Source: an optimization exercise on an open RTL-to-GDS flow (aim: small area). Production flows keep margins and buffers that such runs may drop. Function was checked by simulation only, so behaviour that the tests miss may differ from the original. The clock port is modelled as an ideal driver, which makes a skipped or thinned clock tree look cheaper than it is; a real chip needs a root buffer or a tree. No activity file was given, so power comes from the tool's default toggle rates.

==> inputs of run F <==
Design Top_Circuit, start of the top module:
module Top_Circuit(clk, rst, start, start_addr, end_addr, max_diff, busy, scl, sda_out, sda_oe, sda_in);
==> module Top_Circuit, before the edit <==
module Top_Circuit(clk, rst, start, start_addr, end_addr, max_diff, busy, scl, sda_out, sda_oe, sda_in);
input clk, rst, start;
input [7:0] start_addr, end_addr;
output [7:0] max_diff;
output reg busy;
output reg scl, sda_out, sda_oe;
input sda_in;
localparam IDLE = 3'd0,   
           F0 = 3'd1,     
           F1 = 3'd2,     
           F23 = 3'd3,    
           RX = 3'd4,     
           STOP = 3'd5,   
           STOPF = 3'd6;  
reg [2:0] sg;
reg [5:0] c;
reg wp;                   
reg [7:0] sr, ia, mn, mx;
reg [7:0] diff, ia_inc;
reg [5:0] c_inc;
reg lte, sr_le_y, cy;
wire [7:0] y = c[1] ? mx : mn;
integer k;
always @* begin
	cy = 1'b1;
	for (k = 0; k < 8; k = k + 1) begin
		diff[k] = mx[k] ^ ~mn[k] ^ cy;
		cy = (mx[k] & ~mn[k]) | (cy & (mx[k] ^ ~mn[k]));
	end
	cy = 1'b1;
	for (k = 0; k < 8; k = k + 1) begin
		ia_inc[k] = ia[k] ^ cy;
		cy = cy & ia[k];
	end
	cy = 1'b1;
	for (k = 0; k < 6; k = k + 1) begin
		c_inc[k] = c[k] ^ cy;
		cy = cy & c[k];
	end
	lte = 1'b1; sr_le_y = ~c[1];
	for (k = 0; k < 8; k = k + 1) begin
		lte = (~ia[k] & end_addr[k]) | (~ia[k] & lte) | (end_addr[k] & lte);
		sr_le_y = (~sr[k] & y[k]) | (~sr[k] & sr_le_y) | (y[k] & sr_le_y);
	end
end
assign max_diff = wp ? diff : 8'd0;
wire [2:0] kb = c[4:2];
wire devbit = (kb == 3'd0) || (kb == 3'd2) || (kb == 3'd6) || (kb == 3'd7 && sg == F23);
reg busy_c;
always @* begin
	scl = 1'b1; sda_oe = 1'b1; sda_out = 1'b1;
	busy_c = 1'b1;
	case (sg)
		IDLE: busy_c = 1'b0;
		F0, F1, F23: begin
			if (!c[5]) begin
				scl = c[1];
				sda_out = (sg == F1) ? (wp | sr[7]) : (sg == F23 && wp) ? sr[7] : devbit;
			end else if (c[4]) begin
				sda_out = (c < 6'd62);
			end else begin
				sda_oe = 1'b0;
				scl = (c[2:0] == 3'd3) || (c[2:0] == 3'd4) || (sg == F23 && !wp && c[2:0] == 3'd5);
			end
		end
		RX: begin
			if (c[5]) begin
				if (!c[2] && !c[0]) begin scl = 1'b0; sda_oe = 1'b0; end
			end else if (c[4:2] == 3'b111) begin scl = !c[0]; sda_out = 1'b0; end
			else begin scl = 1'b0; sda_oe = 1'b0; end
		end
		default: begin
			if (c[1:0] == 2'b00) sda_out = 1'b0;
			if (c[1:0] == 2'b10) scl = 1'b0;
			if (c[2] && c[0]) busy_c = (sg != STOPF);
		end
	endcase
end
wire rx_shift = (sg == RX) && !c[0];
wire tx_shift = (sg == F1 || sg == F23) && (c[1:0] == 2'b11);
always @(posedge clk) begin
	busy <= busy_c;
	if (sg == IDLE) wp <= 1'b0;
	else if (sg == RX && c[5] && c[2] && c[0]) wp <= 1'b1;
	if (sg == IDLE) sr <= start_addr;
	else if (sg == F1 && wp) sr <= diff;
	else if (rx_shift || tx_shift) sr <= {sr[6:0], sda_in};
	if (sg == F0 && c[5:3] == 3'b110) ia <= start_addr;
	if (sg == IDLE) begin
		mn <= 8'hFF; mx <= 8'h00;
	end else if (sg == RX && c == 6'd17 && lte) begin
		ia <= ia_inc;
		if (sr_le_y) mn <= sr;
	end else if (sg == RX && c == 6'd18 && !sr_le_y) mx <= sr;
	if (rst) begin
		sg <= IDLE;
	end else begin
		c <= c_inc;
		case (sg)
			IDLE: begin
				c <= 6'd55;
				if (start) sg <= F0;
			end
			F0: if (c[5:4] == 2'b10 && c[2:0] == 3'b110) begin sg <= F1; c <= 6'd0; end
			F1: if (!wp && c[5:4] == 2'b10 && c[2:0] == 3'b110) begin sg <= F23; c <= 6'd61; end
			    else if (wp && c[5:4] == 2'b10 && c[2:0] == 3'b111) begin sg <= F23; c <= 6'd0; end
			F23: if (c[5:4] == 2'b10 && c[2:0] == 3'b110) begin
				if (wp) begin sg <= STOPF; c <= 6'd0; end
				else begin sg <= RX; c <= 6'd1; end
			end
			RX: begin
				if (c == 6'd17 && !lte) c <= 6'd50;
				if (!c[5] && c[4:2] == 3'b111 && c[0]) c <= 6'd0;
				if (c[5] && c[2] && c[1]) begin sg <= STOP; c <= 6'd0; end
			end
			STOP: if (c[2] && c[0]) begin sg <= F0; c <= 6'd61; end
			STOPF: if (c[2] && c[0]) c <= 6'd5;
			default: ;
		endcase
	end
end
endmodule
export LEC_CHECK = 0
export CAP_MARGIN = 0
export CORE_MARGIN = 2
export CORE_UTILIZATION = 40
export GPL_TIMING_DRIVEN = 0
export PLACE_DENSITY = 0.6
export SLEW_MARGIN = 0
create_clock -name core_clock -period 5.0 [get_ports {clk}]
standard.sh (not shown) runs the stock make flow with config.mk's settings and CLKGATE_MAP_FILE= SYNTH_SCRIPT=/design/flow/synth_recipe.tcl, a recipe that flattens the netlist after the stock synthesis.
==> flow/flow/run.sh <==
#!/bin/bash
# The standard ORFS layout (standard.sh) with changes that only affect which cells are
# chosen and how the clock is distributed:
#  - synthesis maps logic with an area-oriented abc script (flow/area.abc) and leaves adders
#    as plain gates for abc (no half/full adder cells); registers are untouched;
#  - port buffers use the smallest buffer cell;
#  - the clock port drives three (four if needed for slew) leaf clock buffers, one per register cluster
#    (flow/manual_cts.tcl), instead of a root buffer and four leaves.
set -euo pipefail
here=$PWD
export BUFFER_PORTS_ARGS="-buffer_cell sky130_fd_sc_hd__buf_1"
export ADDER_MAP_FILE=
export AREA_ABC_SCRIPT=$here/flow/area.abc
export FLOW_SYNTH_TCL=$here/synth_recipe.tcl
export PRE_CTS_TCL=$here/flow/manual_cts.tcl
export MANUAL_CLK_K=3
export MANUAL_CLK_MAX_SLEW=0.105
export MANUAL_CLKBUF=sky130_fd_sc_hd__clkbuf_8
sed "s|SYNTH_SCRIPT=[^ ]*|SYNTH_SCRIPT=$here/flow/synth_area.tcl|" standard.sh > standard_area_synth.sh
bash standard_area_synth.sh synth > synth_flow.log 2>&1
bash standard.sh > standard_flow.log 2>&1
==> flow/flow/area.abc <==
strash; ifraig; scorr; dc2; dc2; dch -f; amap; strash; dc2; dch -f; map -a; strash; dch -f; amap; topo
==> flow/flow/manual_clk.tcl <==
# Clock distribution for a small design (run before CTS, see manual_cts.tcl): the clock port
# drives K leaf clock buffers (K <= 4), each driving one cluster of clock sinks; clusters by
# k-means on the sink locations, each buffer placed at its cluster's centre. K starts at
# MANUAL_CLK_K and grows (up to 4) while the estimated worst clock-pin slew is above
# MANUAL_CLK_MAX_SLEW (ns).
proc manual_clk_build { K } {
  set block [ord::get_db_block]
  set clknet [[$block findBTerm clk] getNet]
  set master [[ord::get_db] findMaster $::env(MANUAL_CLKBUF)]
  set its {}
  foreach it [$clknet getITerms] {
    set bb [[$it getInst] getBBox]
    lappend its [list $it [expr {([$bb xMin] + [$bb xMax]) / 2.0}] [expr {([$bb yMin] + [$bb yMax]) / 2.0}]]
  }
  set its [lsort -real -index 1 $its]
  set n [llength $its]
  set cs {}
  for {set k 0} {$k < $K} {incr k} {
    set e [lindex $its [expr {int(($k + 0.5) * $n / $K)}]]
    lappend cs [list [lindex $e 1] [lindex $e 2]]
  }
  for {set iter 0} {$iter < 50} {incr iter} {
    set asg {}
    foreach e $its {
      set best 0; set bd 1e30
      for {set k 0} {$k < $K} {incr k} {
        set c [lindex $cs $k]
        set d [expr {abs([lindex $e 1] - [lindex $c 0]) + abs([lindex $e 2] - [lindex $c 1])}]
        if {$d < $bd} { set bd $d; set best $k }
      }
      lappend asg $best
    }
    set ncs {}
    for {set k 0} {$k < $K} {incr k} {
      set sx 0; set sy 0; set m 0
      foreach e $its a $asg {
        if {$a == $k} { set sx [expr {$sx + [lindex $e 1]}]; set sy [expr {$sy + [lindex $e 2]}]; incr m }
      }
      if {$m > 0} { lappend ncs [list [expr {$sx / $m}] [expr {$sy / $m}]] } else { lappend ncs [lindex $cs $k] }
    }
    set cs $ncs
  }
  set made {}
  for {set k 0} {$k < $K} {incr k} {
    set inst [odb::dbInst_create $block $master clkbuf_leaf_$k]
    set net [odb::dbNet_create $block clknet_leaf_$k]
    $net setSigType CLOCK
    [$inst findITerm A] connect $clknet
    [$inst findITerm X] connect $net
    set m 0
    foreach e $its a $asg {
      if {$a == $k} { set it [lindex $e 0]; $it disconnect; $it connect $net; incr m }
    }
    set c [lindex $cs $k]
    $inst setLocation [expr {int([lindex $c 0])}] [expr {int([lindex $c 1])}]
    $inst setPlacementStatus PLACED
    lappend made [list $inst $net $m]
  }
  return $made
}

proc manual_clk_undo { made } {
  set block [ord::get_db_block]
  set clknet [[$block findBTerm clk] getNet]
  foreach e $made {
    lassign $e inst net m
    foreach it [$net getITerms] { if {[$it getInst] ne $inst} { $it disconnect; $it connect $clknet } }
    odb::dbInst_destroy $inst
    odb::dbNet_destroy $net
  }
}

proc manual_clk_worst_slew { } {
  estimate_parasitics -placement
  set worst 0
  foreach pin [get_pins -hierarchical */CLK] {
    set s [get_property $pin slew_max]
    if {$s > $worst} { set worst $s }
  }
  return $worst
}

set K $::env(MANUAL_CLK_K)
while 1 {
  set made [manual_clk_build $K]
  set_propagated_clock [all_clocks]
  set w [manual_clk_worst_slew]
  puts "manual clock tree: $K leaf buffers ($::env(MANUAL_CLKBUF)), sinks [lmap e $made {lindex $e 2}], estimated worst clock-pin slew $w ns"
  if {$w <= $::env(MANUAL_CLK_MAX_SLEW) || $K >= 4} { break }
  manual_clk_undo $made
  incr K
}
Other scripts of this flow, unchanged in this note and not shown: flow/flow/manual_cts.tcl, flow/flow/synth_area.tcl
==> inputs of run A, as changes to run F <==
--- a/flow/design.v
+++ b/flow/design.v
@@ -11,7 +11,8 @@
            F23 = 3'd3,    
            RX = 3'd4,     
            STOP = 3'd5,   
-           STOPF = 3'd6;  
+           STOPF = 3'd6,  
+           DONE = 3'd7;   
 reg [2:0] sg;
 reg [5:0] c;
 reg wp;                   
@@ -51,7 +52,7 @@
 	scl = 1'b1; sda_oe = 1'b1; sda_out = 1'b1;
 	busy_c = 1'b1;
 	case (sg)
-		IDLE: busy_c = 1'b0;
+		IDLE, DONE: busy_c = 1'b0;
 		F0, F1, F23: begin
 			if (!c[5]) begin
 				scl = c[1];
@@ -69,7 +70,7 @@
 			end else if (c[4:2] == 3'b111) begin scl = !c[0]; sda_out = 1'b0; end
 			else begin scl = 1'b0; sda_oe = 1'b0; end
 		end
-		default: begin
+		STOP, STOPF: begin
 			if (c[1:0] == 2'b00) sda_out = 1'b0;
 			if (c[1:0] == 2'b10) scl = 1'b0;
 			if (c[2] && c[0]) busy_c = (sg != STOPF);
@@ -92,29 +93,32 @@
 		ia <= ia_inc;
 		if (sr_le_y) mn <= sr;
 	end else if (sg == RX && c == 6'd18 && !sr_le_y) mx <= sr;
+	c <= c_inc;
+	case (sg)
+		IDLE: c <= 6'd55;
+		F0: if (c[5:4] == 2'b10 && c[2:0] == 3'b110) c <= 6'd0;
+		F1: if (!wp && c[5:4] == 2'b10 && c[2:0] == 3'b110) c <= 6'd61;
+		    else if (wp && c[5:4] == 2'b10 && c[2:0] == 3'b111) c <= 6'd0;
+		F23: if (c[5:4] == 2'b10 && c[2:0] == 3'b110) c <= wp ? 6'd0 : 6'd1;
+		RX: begin
+			if (c == 6'd17 && !lte) c <= 6'd50;
+			if (!c[5] && c[4:2] == 3'b111 && c[0]) c <= 6'd0;
+			if (c[5] && c[2] && c[1]) c <= 6'd0;
+		end
+		STOP: if (c[2] && c[0]) c <= 6'd61;
+		default: ;
+	endcase
 	if (rst) begin
 		sg <= IDLE;
 	end else begin
-		c <= c_inc;
 		case (sg)
-			IDLE: begin
-				c <= 6'd55;
-				if (start) sg <= F0;
-			end
-			F0: if (c[5:4] == 2'b10 && c[2:0] == 3'b110) begin sg <= F1; c <= 6'd0; end
-			F1: if (!wp && c[5:4] == 2'b10 && c[2:0] == 3'b110) begin sg <= F23; c <= 6'd61; end
-			    else if (wp && c[5:4] == 2'b10 && c[2:0] == 3'b111) begin sg <= F23; c <= 6'd0; end
-			F23: if (c[5:4] == 2'b10 && c[2:0] == 3'b110) begin
-				if (wp) begin sg <= STOPF; c <= 6'd0; end
-				else begin sg <= RX; c <= 6'd1; end
-			end
-			RX: begin
-				if (c == 6'd17 && !lte) c <= 6'd50;
-				if (!c[5] && c[4:2] == 3'b111 && c[0]) c <= 6'd0;
-				if (c[5] && c[2] && c[1]) begin sg <= STOP; c <= 6'd0; end
-			end
-			STOP: if (c[2] && c[0]) begin sg <= F0; c <= 6'd61; end
-			STOPF: if (c[2] && c[0]) c <= 6'd5;
+			IDLE: if (start) sg <= F0;
+			F0: if (c[5:4] == 2'b10 && c[2:0] == 3'b110) sg <= F1;
+			F1: if ((!wp && c[5:4] == 2'b10 && c[2:0] == 3'b110) || (wp && c[5:4] == 2'b10 && c[2:0] == 3'b111)) sg <= F23;
+			F23: if (c[5:4] == 2'b10 && c[2:0] == 3'b110) sg <= wp ? STOPF : RX;
+			RX: if (c[5] && c[2] && c[1]) sg <= STOP;
+			STOP: if (c[2] && c[0]) sg <= F0;
+			STOPF: if (c[2] && c[0]) sg <= DONE;
 			default: ;
 		endcase
 	end
==> flow/flow/area.abc (replaced) <==
strash; &get -n; &deepsyn -T 30; &put; dch -f; amap; strash; &get -n; &deepsyn -T 30; &put; dch -f; amap; topo
--- a/flow/flow/manual_clk.tcl
+++ b/flow/flow/manual_clk.tcl
@@ -1,6 +1,6 @@
 # Clock distribution for a small design (run before CTS, see manual_cts.tcl): the clock port
 # drives K leaf clock buffers (K <= 4), each driving one cluster of clock sinks; clusters by
-# k-means on the sink locations, each buffer placed at its cluster's centre. K starts at
+# balanced k-means on the sink locations, each buffer placed at its cluster's centre. K starts at
 # MANUAL_CLK_K and grows (up to 4) while the estimated worst clock-pin slew is above
 # MANUAL_CLK_MAX_SLEW (ns).
 proc manual_clk_build { K } {
@@ -20,15 +20,26 @@
     lappend cs [list [lindex $e 1] [lindex $e 2]]
   }
   for {set iter 0} {$iter < 50} {incr iter} {
-    set asg {}
+    # assign sinks to the nearest centre with room left (at most ceil(n/K) per cluster),
+    # closest pairs first, so the clusters stay balanced
+    set cap [expr {($n + $K - 1) / $K}]
+    set pairs {}
+    set i 0
     foreach e $its {
-      set best 0; set bd 1e30
       for {set k 0} {$k < $K} {incr k} {
         set c [lindex $cs $k]
-        set d [expr {abs([lindex $e 1] - [lindex $c 0]) + abs([lindex $e 2] - [lindex $c 1])}]
-        if {$d < $bd} { set bd $d; set best $k }
+        lappend pairs [list [expr {abs([lindex $e 1] - [lindex $c 0]) + abs([lindex $e 2] - [lindex $c 1])}] $i $k]
       }
-      lappend asg $best
+      incr i
+    }
+    set asg [lrepeat $n -1]
+    set cnt [lrepeat $K 0]
+    foreach p [lsort -real -index 0 $pairs] {
+      lassign $p d i k
+      if {[lindex $asg $i] < 0 && [lindex $cnt $k] < $cap} {
+        lset asg $i $k
+        lset cnt $k [expr {[lindex $cnt $k] + 1}]
+      }
     }
     set ncs {}
     for {set k 0} {$k < $K} {incr k} {
==> comparison table <==
| item | run A | run F |
|---|---|---|
| Run status | finished clean | finished clean |
| Routability cong. | 0.911 | 0.934 |
| Worst flop-to-flop path endpoint | mx[3]$_SDFFE_PP0P_ | mx[2]$_SDFFE_PP0P_ |
| Worst Hold Launch | wp$_SDFFE_PP0P_ | mx[6]$_SDFFE_PP0P_ |
| Finished Layout Cells | 426 | 448 |
| Filler cells | 579 | 665 |
| Share of the final layout cell area in sequential cells | 36.1% | 35.7% |
| Peak supply drop | 0.187 mV | 0.239 mV |
| Routed wl met3 | 320 µm | 350 µm |
| 1st-iter DRT viols | 230 | 268 |
| Register area share after synthesis | 40.2% | 39.5% |
| Met3 track demand over resource | 1.01% | 1.78% |
| Total power of the final layout | 0.000934 W | 0.00163 W |
In every run of this note, the design's own scripts or RTL, not TritonCTS, make the clock network.

## re-timing with driven ports
The results above use ideal ports. As a check the final layouts listed here were re-extracted and re-timed, cells and wires unchanged. Step 1: set_driving_cell puts a clkbuf_16 on clk and a buf_2 on each other input, an assumption about the parent block. Step 2 also shifts input and output timing later by t, the mid clock arrival at the registers, as if the neighbouring blocks saw the same clock. Three values: ideal, step 1, step 2; two values: the first two.
run | t, ns | slack for setup (ns) | pins driven straight from the clock port
run F | 0.195 | 0.733 / 0.733 / 0.733 | 4
run A | 0.189 | 0.594 / 0.541 / 0.729 | 4
After both steps setup and hold are still met in every run listed.
